Background: an optimization exercise with open tools, aiming at small area, a short achievable clock period and few clock cycles per item. Do not read the settings as production practice. The RTL was checked by simulation tests, not by an equivalence proof against the original design.

==> inputs of raven <==
## top_sha
module top_sha(input clk,rst,byte_rdy,byte_stop,input [7:0] data_in,
					output overflow_err,output [255:0] Hash_Digest, output hashing_done
    );
	localparam [31:0] IV0 = 32'h6a09e667, IV1 = 32'hbb67ae85,
	                  IV2 = 32'h3c6ef372, IV3 = 32'ha54ff53a,
	                  IV4 = 32'h510e527f, IV5 = 32'h9b05688c,
	                  IV6 = 32'h1f83d9ab, IV7 = 32'h5be0cd19;
	function [31:0] csa_s;
		input [31:0] x, y, z;
		csa_s = x ^ y ^ z;
	endfunction
	function [31:0] csa_c;
		input [31:0] x, y, z;
		csa_c = {((x & y) | (z & (x | y))), 1'b0} ;
	endfunction
	reg [5:0] len;           
	reg       stp;           
	reg [6:0] lcnt;          
	reg [6:0] kidx;          
	reg       kst;           
	reg       ev;            
	reg       av;            
	reg       elast;         
	reg       efin;          
	reg       edone;         
	reg       alast;         
	reg       done_r;
	reg       ovf_r;
  ...
Settings: LEC_CHECK=0, ABC_AREA=1, CAP_MARGIN=20, CORE_MARGIN=2, CORE_UTILIZATION=40, SETUP_SLACK_MARGIN=4.6, SLEW_MARGIN=20; clock period 8.0 ns.
standard.sh (not shown) runs the stock make flow with config.mk's settings and CLKGATE_MAP_FILE= SYNTH_SCRIPT=/design/flow/synth_recipe.tcl, a recipe that flattens the netlist after the stock synthesis.
==> flow/flow/run.sh <==
#!/bin/bash
# Standard layout, with the smallest buffer on the ports.
set -euo pipefail
export BUFFER_PORTS_ARGS="-buffer_cell sky130_fd_sc_hd__buf_1"
bash standard.sh > standard_make.log 2>&1
==> tundra (differences from raven) <==
==> flow/design.v (replaced) <==
`timescale 1ns / 1ps
module top_sha(input clk,rst,byte_rdy,byte_stop,input [7:0] data_in,
					output overflow_err,output [255:0] Hash_Digest, output hashing_done
    );
	localparam [31:0] IV0 = 32'h6a09e667, IV1 = 32'hbb67ae85,
	                  IV2 = 32'h3c6ef372, IV3 = 32'ha54ff53a,
	                  IV4 = 32'h510e527f, IV5 = 32'h9b05688c,
	                  IV6 = 32'h1f83d9ab, IV7 = 32'h5be0cd19;
	function [31:0] csa_s;
		input [31:0] x, y, z;
		csa_s = x ^ y ^ z;
	endfunction
	function [31:0] csa_c;
		input [31:0] x, y, z;
		csa_c = {((x & y) | (z & (x | y))), 1'b0} ;
	endfunction
	reg [5:0] len;           
	reg       stp;           
	reg [6:0] lcnt;          
	reg [5:0] kidx;          
	reg       kst;           
	reg       ev;            
	reg       av;            
	reg       elast;         
	reg       alast;         
	reg       done_r;
	reg       ovf_r;
	reg [23:0] abuf;         
	reg [31:0] w0,w1,w2,w3,w4,w5,w6,w7,w8,w9,w10,w11,w12,w13,w14,w15;
	reg [31:0] X;            
	reg [31:0] KW;           
	reg [31:0] T1;           
	reg [31:0] a,b,c,d,e,f,g,h;
	wire [5:0] len_nx = len + 6'd1;
	wire ld_msg = byte_rdy & (len[1:0] == 2'd3);
	wire ld_pad = (stp | byte_stop) & ~lcnt[6];
	wire ld     = ld_msg | ld_pad;
	reg [31:0] padw;
	always @(*) begin
		case (len[1:0])
			2'd0: padw = 32'h80000000;
			2'd1: padw = {abuf[7:0], 24'h800000};
			2'd2: padw = {abuf[15:0], 16'h8000};
			default: padw = {abuf[23:0], 8'h80};
		endcase
	end
	wire [31:0] s0w = {w2[6:0],w2[31:7]} ^ {w2[17:0],w2[31:18]} ^ (w2 >> 3);
	wire [31:0] s1w = {w15[16:0],w15[31:17]} ^ {w15[18:0],w15[31:19]} ^ (w15 >> 10);
	wire [31:0] xs1 = csa_s(w10, w1, s0w);
	wire [31:0] xc1 = csa_c(w10, w1, s0w);
	wire [31:0] wexp = csa_s(xs1, xc1, s1w) + csa_c(xs1, xc1, s1w);
	reg [31:0] wnew;
	always @(*) begin
		if (byte_rdy)
			wnew = {abuf, data_in};
		else if (lcnt[6:4] != 3'd0)
			wnew = X;
		else if (lcnt[3:0] == len[5:2])
			wnew = padw;
		else if (lcnt[3:0] == 4'd15)
			wnew = {23'd0, len, 3'd0};
		else
			wnew = 32'd0;
	end
	reg [31:0] K;
	always @(*) begin
		case (kidx)
			6'd0: K = 32'h428a2f98; 6'd1: K = 32'h71374491; 6'd2: K = 32'hb5c0fbcf; 6'd3: K = 32'he9b5dba5;
			6'd4: K = 32'h3956c25b; 6'd5: K = 32'h59f111f1; 6'd6: K = 32'h923f82a4; 6'd7: K = 32'hab1c5ed5;
			6'd8: K = 32'hd807aa98; 6'd9: K = 32'h12835b01; 6'd10: K = 32'h243185be; 6'd11: K = 32'h550c7dc3;
			6'd12: K = 32'h72be5d74; 6'd13: K = 32'h80deb1fe; 6'd14: K = 32'h9bdc06a7; 6'd15: K = 32'hc19bf174;
			6'd16: K = 32'he49b69c1; 6'd17: K = 32'hefbe4786; 6'd18: K = 32'h0fc19dc6; 6'd19: K = 32'h240ca1cc;
			6'd20: K = 32'h2de92c6f; 6'd21: K = 32'h4a7484aa; 6'd22: K = 32'h5cb0a9dc; 6'd23: K = 32'h76f988da;
			6'd24: K = 32'h983e5152; 6'd25: K = 32'ha831c66d; 6'd26: K = 32'hb00327c8; 6'd27: K = 32'hbf597fc7;
			6'd28: K = 32'hc6e00bf3; 6'd29: K = 32'hd5a79147; 6'd30: K = 32'h06ca6351; 6'd31: K = 32'h14292967;
			6'd32: K = 32'h27b70a85; 6'd33: K = 32'h2e1b2138; 6'd34: K = 32'h4d2c6dfc; 6'd35: K = 32'h53380d13;
			6'd36: K = 32'h650a7354; 6'd37: K = 32'h766a0abb; 6'd38: K = 32'h81c2c92e; 6'd39: K = 32'h92722c85;
			6'd40: K = 32'ha2bfe8a1; 6'd41: K = 32'ha81a664b; 6'd42: K = 32'hc24b8b70; 6'd43: K = 32'hc76c51a3;
			6'd44: K = 32'hd192e819; 6'd45: K = 32'hd6990624; 6'd46: K = 32'hf40e3585; 6'd47: K = 32'h106aa070;
			6'd48: K = 32'h19a4c116; 6'd49: K = 32'h1e376c08; 6'd50: K = 32'h2748774c; 6'd51: K = 32'h34b0bcb5;
			6'd52: K = 32'h391c0cb3; 6'd53: K = 32'h4ed8aa4a; 6'd54: K = 32'h5b9cca4f; 6'd55: K = 32'h682e6ff3;
			6'd56: K = 32'h748f82ee; 6'd57: K = 32'h78a5636f; 6'd58: K = 32'h84c87814; 6'd59: K = 32'h8cc70208;
			6'd60: K = 32'h90befffa; 6'd61: K = 32'ha4506ceb; 6'd62: K = 32'hbef9a3f7; 6'd63: K = 32'h177fcb71;
		endcase
	end
	wire [31:0] hsel = ev ? g : h;
	wire [31:0] ks1 = csa_s(K, w15, hsel);
	wire [31:0] kc1 = csa_c(K, w15, hsel);
	wire [31:0] kw_nx = ks1 + kc1;
	wire [31:0] S0 = {a[1:0],a[31:2]} ^ {a[12:0],a[31:13]} ^ {a[21:0],a[31:22]};
	wire [31:0] S1 = {e[5:0],e[31:6]} ^ {e[10:0],e[31:11]} ^ {e[24:0],e[31:25]};
	wire [31:0] MJ = (a & b) | (c & (a | b));
	wire [31:0] CH = (e & f) | (~e & g);
	wire [31:0] dsel = av ? c : d;
	wire [31:0] es1 = csa_s(dsel, KW, CH);
	wire [31:0] ec1 = csa_c(dsel, KW, CH);
	wire [31:0] e_nx  = csa_s(es1, ec1, S1) + csa_c(es1, ec1, S1);
	wire [31:0] t1k = elast ? 32'h18fb93e8 : 32'd0;
	wire [31:0] ts1 = csa_s(t1k, KW, CH);
	wire [31:0] tc1 = csa_c(t1k, KW, CH);
	wire [31:0] t1_nx = csa_s(ts1, tc1, S1) + csa_c(ts1, tc1, S1);
	wire [31:0] a_nx  = csa_s(S0, MJ, T1) + csa_c(S0, MJ, T1);
	always @(posedge clk) begin
		if (!rst) begin
			len <= 6'd0;
			stp <= 1'b0;
			lcnt <= 7'd0;
			kidx <= 6'd0;
			kst <= 1'b0;
			ev <= 1'b0;
			av <= 1'b0;
			elast <= 1'b0;
			alast <= 1'b0;
			done_r <= 1'b0;
			ovf_r <= 1'b0;
		end else begin
			if (byte_rdy) begin
				len <= len_nx;
				abuf <= {abuf[15:0], data_in};
			end
			if (byte_stop) stp <= 1'b1;
			ovf_r <= ((byte_rdy ? len_nx : len) == 6'd55) & ~byte_stop;
			if (ld) lcnt <= lcnt + 7'd1;
			kst <= ld;
			ev <= kst;
			av <= ev;
			if (kst) begin
				kidx <= kidx + 6'd1;
				elast <= (kidx == 6'd63);
			end
			if (ev) alast <= elast;
			if (av & alast) done_r <= 1'b1;
		end
	end
	always @(posedge clk) begin
		KW <= kw_nx;
		T1 <= t1_nx;
		X <= wexp;
	end
	always @(posedge clk) begin
		if (ld) begin
			w0 <= w1; w1 <= w2; w2 <= w3; w3 <= w4; w4 <= w5; w5 <= w6; w6 <= w7; w7 <= w8;
			w8 <= w9; w9 <= w10; w10 <= w11; w11 <= w12; w12 <= w13; w13 <= w14; w14 <= w15;
			w15 <= wnew;
		end
	end
	always @(posedge clk) begin
		if (!rst) begin
			a <= IV0; b <= IV1; c <= IV2; d <= IV3;
			e <= IV4; f <= IV5; g <= IV6; h <= IV7;
		end else begin
			if (av) begin
				a <= a_nx;
				if (alast) begin
					b <= a + IV1; c <= b + IV2; d <= c + IV3;
				end else begin
					b <= a; c <= b; d <= c;
				end
			end
			if (ev) begin
				e <= e_nx;
				if (elast) begin
					f <= e + IV5; g <= f + IV6; h <= g + IV7;
				end else begin
					f <= e; g <= f; h <= g;
				end
			end
		end
	end
	assign Hash_Digest = {a, b, c, d, e, f, g, h};
	assign hashing_done = done_r;
	assign overflow_err = ovf_r;
endmodule
==> flow/run.sh (new file) <==
#!/bin/bash
# synth_recipe.tcl (not shown) runs the flow's synth.tcl, then flattens the netlist and writes it again
# the make line also repeats each setting of config.mk as NAME=value (left out here)
make -C /OpenROAD-flow-scripts/flow DESIGN_CONFIG=/design/flow/config.mk WORK_HOME=/design/flow/orfs CLKGATE_MAP_FILE= SYNTH_SCRIPT=/design/flow/synth_recipe.tcl finish
SETUP_SLACK_MARGIN = 5.0   (was 4.6)
removed: flow/flow/run.sh
removed: flow/standard.sh
==> juniper (differences from raven) <==
--- a/flow/design.v
+++ b/flow/design.v
@@ -20,14 +20,14 @@
 	reg [6:0] kidx;          
 	reg       kst;           
 	reg       ev;            
 	reg       av;            
 	reg       elast;         
 	reg       efin;          
-	reg       edone;         
-	reg       alast;         
+	reg       afin;          
+	reg [1:0] ac;            
 	reg       done_r;
 	reg       ovf_r;
 	reg [31:0] w1,w2,w3,w4,w5,w6,w7,w8,w9,w10,w11,w12,w13,w14,w15;
 	reg [31:0] X;            
 	reg [31:0] KW;           
 	reg [31:0] T1;           
@@ -100,46 +100,50 @@
 	wire [31:0] dsel = av ? c : d;
 	wire [31:0] us = csa_s(KW, CH, S1);
 	wire [31:0] uc = csa_c(KW, CH, S1);
 	wire [31:0] e_nx  = csa_s(us, uc, dsel) + csa_c(us, uc, dsel);
 	wire [31:0] t1k = elast ? 32'h18fb93e8 : 32'd0;
 	wire [31:0] t1_nx = csa_s(us, uc, t1k) + csa_c(us, uc, t1k);
-	wire [31:0] a_nx  = csa_s(S0, MJ, T1) + csa_c(S0, MJ, T1);
+	wire [31:0] ak  = (ac == 2'd0) ? IV3 : (ac == 2'd1) ? IV2 : IV1;
+	wire [31:0] ax0 = afin ? 32'd0 : S0;
+	wire [31:0] ax1 = afin ? ak : MJ;
+	wire [31:0] ax2 = afin ? d : T1;
+	wire [31:0] a_nx  = csa_s(ax0, ax1, ax2) + csa_c(ax0, ax1, ax2);
 	always @(posedge clk) begin
 		if (!rst) begin
 			len <= 6'd0;
 			stp <= 1'b0;
 			lcnt <= 7'd0;
 			kidx <= 7'd0;
 			efin <= 1'b0;
-			edone <= 1'b0;
 			kst <= 1'b0;
 			ev <= 1'b0;
 			av <= 1'b0;
 			elast <= 1'b0;
-			alast <= 1'b0;
+			afin <= 1'b0;
+			ac <= 2'd0;
 			done_r <= 1'b0;
 			ovf_r <= 1'b0;
 		end else begin
 			if (byte_rdy) begin
 				len <= len_nx;
 			end
 			if (byte_stop) stp <= 1'b1;
 			ovf_r <= ((byte_rdy ? len_nx : len) == 6'd55) & ~byte_stop;
 			if (ld) lcnt <= lcnt + 7'd1;
 			kst <= ld;
 			ev <= kst;
-			av <= ev & ~efin;
+			av <= ev;
 			if (kst) begin
 				kidx <= kidx + 7'd1;
 				elast <= (kidx == 7'd63);
 				efin <= kidx[6];
-				edone <= (kidx == 7'd66);
 			end
-			if (ev) alast <= elast;
-			if (ev & edone) done_r <= 1'b1;
+			if (ev) afin <= efin;
+			if (av & afin) ac <= ac + 2'd1;
+			if (av & afin & (ac == 2'd2)) done_r <= 1'b1;
 		end
 	end
 	always @(posedge clk) begin
 		KW <= kw_nx;
 		T1 <= t1_nx;
 		X <= wexp;
@@ -155,23 +159,18 @@
 	always @(posedge clk) begin
 		if (!rst) begin
 			a <= IV0; b <= IV1; c <= IV2; d <= IV3;
 			e <= IV4; f <= IV5; g <= IV6; h <= IV7;
 		end else begin
 			if (av) begin
-				a <= a_nx;
-				if (alast) begin
-					b <= a + IV1; c <= b + IV2; d <= c + IV3;
-				end else begin
-					b <= a; c <= b; d <= c;
-				end
+				a <= a_nx; b <= a; c <= b; d <= c;
 			end
 			if (ev) begin
 				e <= efin ? KW : e_nx;
 				f <= e; g <= f; h <= g;
 			end
 		end
 	end
-	assign Hash_Digest = {a, b, c, d, h, e, f, g};
+	assign Hash_Digest = {d, a, b, c, h, e, f, g};
 	assign hashing_done = done_r;
 	assign overflow_err = ovf_r;
 endmodule
CTS_BUF_LIST = sky130_fd_sc_hd__clkbuf_8   (was not set)
CTS_CLUSTER_SIZE = 30   (was not set)
SETUP_SLACK_MARGIN = 4.3   (was 4.6)
==> cedar (differences from raven) <==
SETUP_SLACK_MARGIN = 4.3   (was 4.6)
==> out/qor.txt <==
Status: timing/DRC/antenna clean
Setup slack, reg-to-reg: 4.27 ns
Mux cell area share after synthesis: 0%
H-tree levels: 3
CP max stage delay: 0.62 ns
Layout cells sized above 1: 11.7%
Seq cells: 894
M1 WL: 89.7 mm
(the above is from cedar)
==> out/qor.txt <==
Layout cells sized above 1: 30.7%
Status: timing/DRC/antenna clean
H-tree levels: 3
M1 WL: 102 mm
Seq cells: 915
Mux cell area share after synthesis: 0.157%
(the above is from tundra)
==> out/qor.txt <==
Seq cells: 895
Setup slack, reg-to-reg: 4.34 ns
H-tree levels: 4
Layout cells sized above 1: 12.4%
CP max stage delay: 0.61 ns
Mux cell area share after synthesis: 0.510%
M1 WL: 82.2 mm
Status: timing/DRC/antenna clean
(the above is from juniper)
==> out/qor.txt <==
Status: timing/DRC/antenna clean
H-tree levels: 3
CP max stage delay: 0.50 ns
Mux cell area share after synthesis: 0%
Seq cells: 894
(the above is from raven)
Testbench counts of raven, summed over its fixed seeds: cycles 34,787, items 384.
Testbench counts of tundra, summed over its fixed seeds: cycles 34,019, items 384.
Testbench counts of juniper, summed over its fixed seeds: cycles 35,171, items 384.
Testbench counts of cedar, summed over its fixed seeds: cycles 34,787, items 384.

[port drivers added, routing unchanged]
Ports are ideal in the flow. The routed layouts listed here were re-timed in OpenROAD.
Step 1 assumes that a clkbuf_16 drives the clock port and a buf_2 every other input.
Step 2 moves the port delays by t, midway between the first and last clock arrival at a register: inputs arrive t later, outputs are due t later. That takes back most of the time a late clock gives input paths.
Three values: no drivers, after step 1, after step 2; two values: the first two.
| run | t (ns) | setup slack, ns | worst setup path after step 2 |
|---|---|---|---|
| raven | 0.788 | 4.251 / 4.251 / 3.864 | input to register |
| tundra | 0.816 | 4.360 / 4.360 / 4.253 | input to register |
| juniper | 0.936 | 4.337 / 4.337 / 3.474 | input to register |
| cedar | 0.804 | 4.272 / 4.272 / 3.658 | input to register |
After both steps setup and hold are still met in every run listed. For juniper, which loses most, drivers alone change the setup slack by 0.000 ns; drivers and shift together by -0.863 ns.
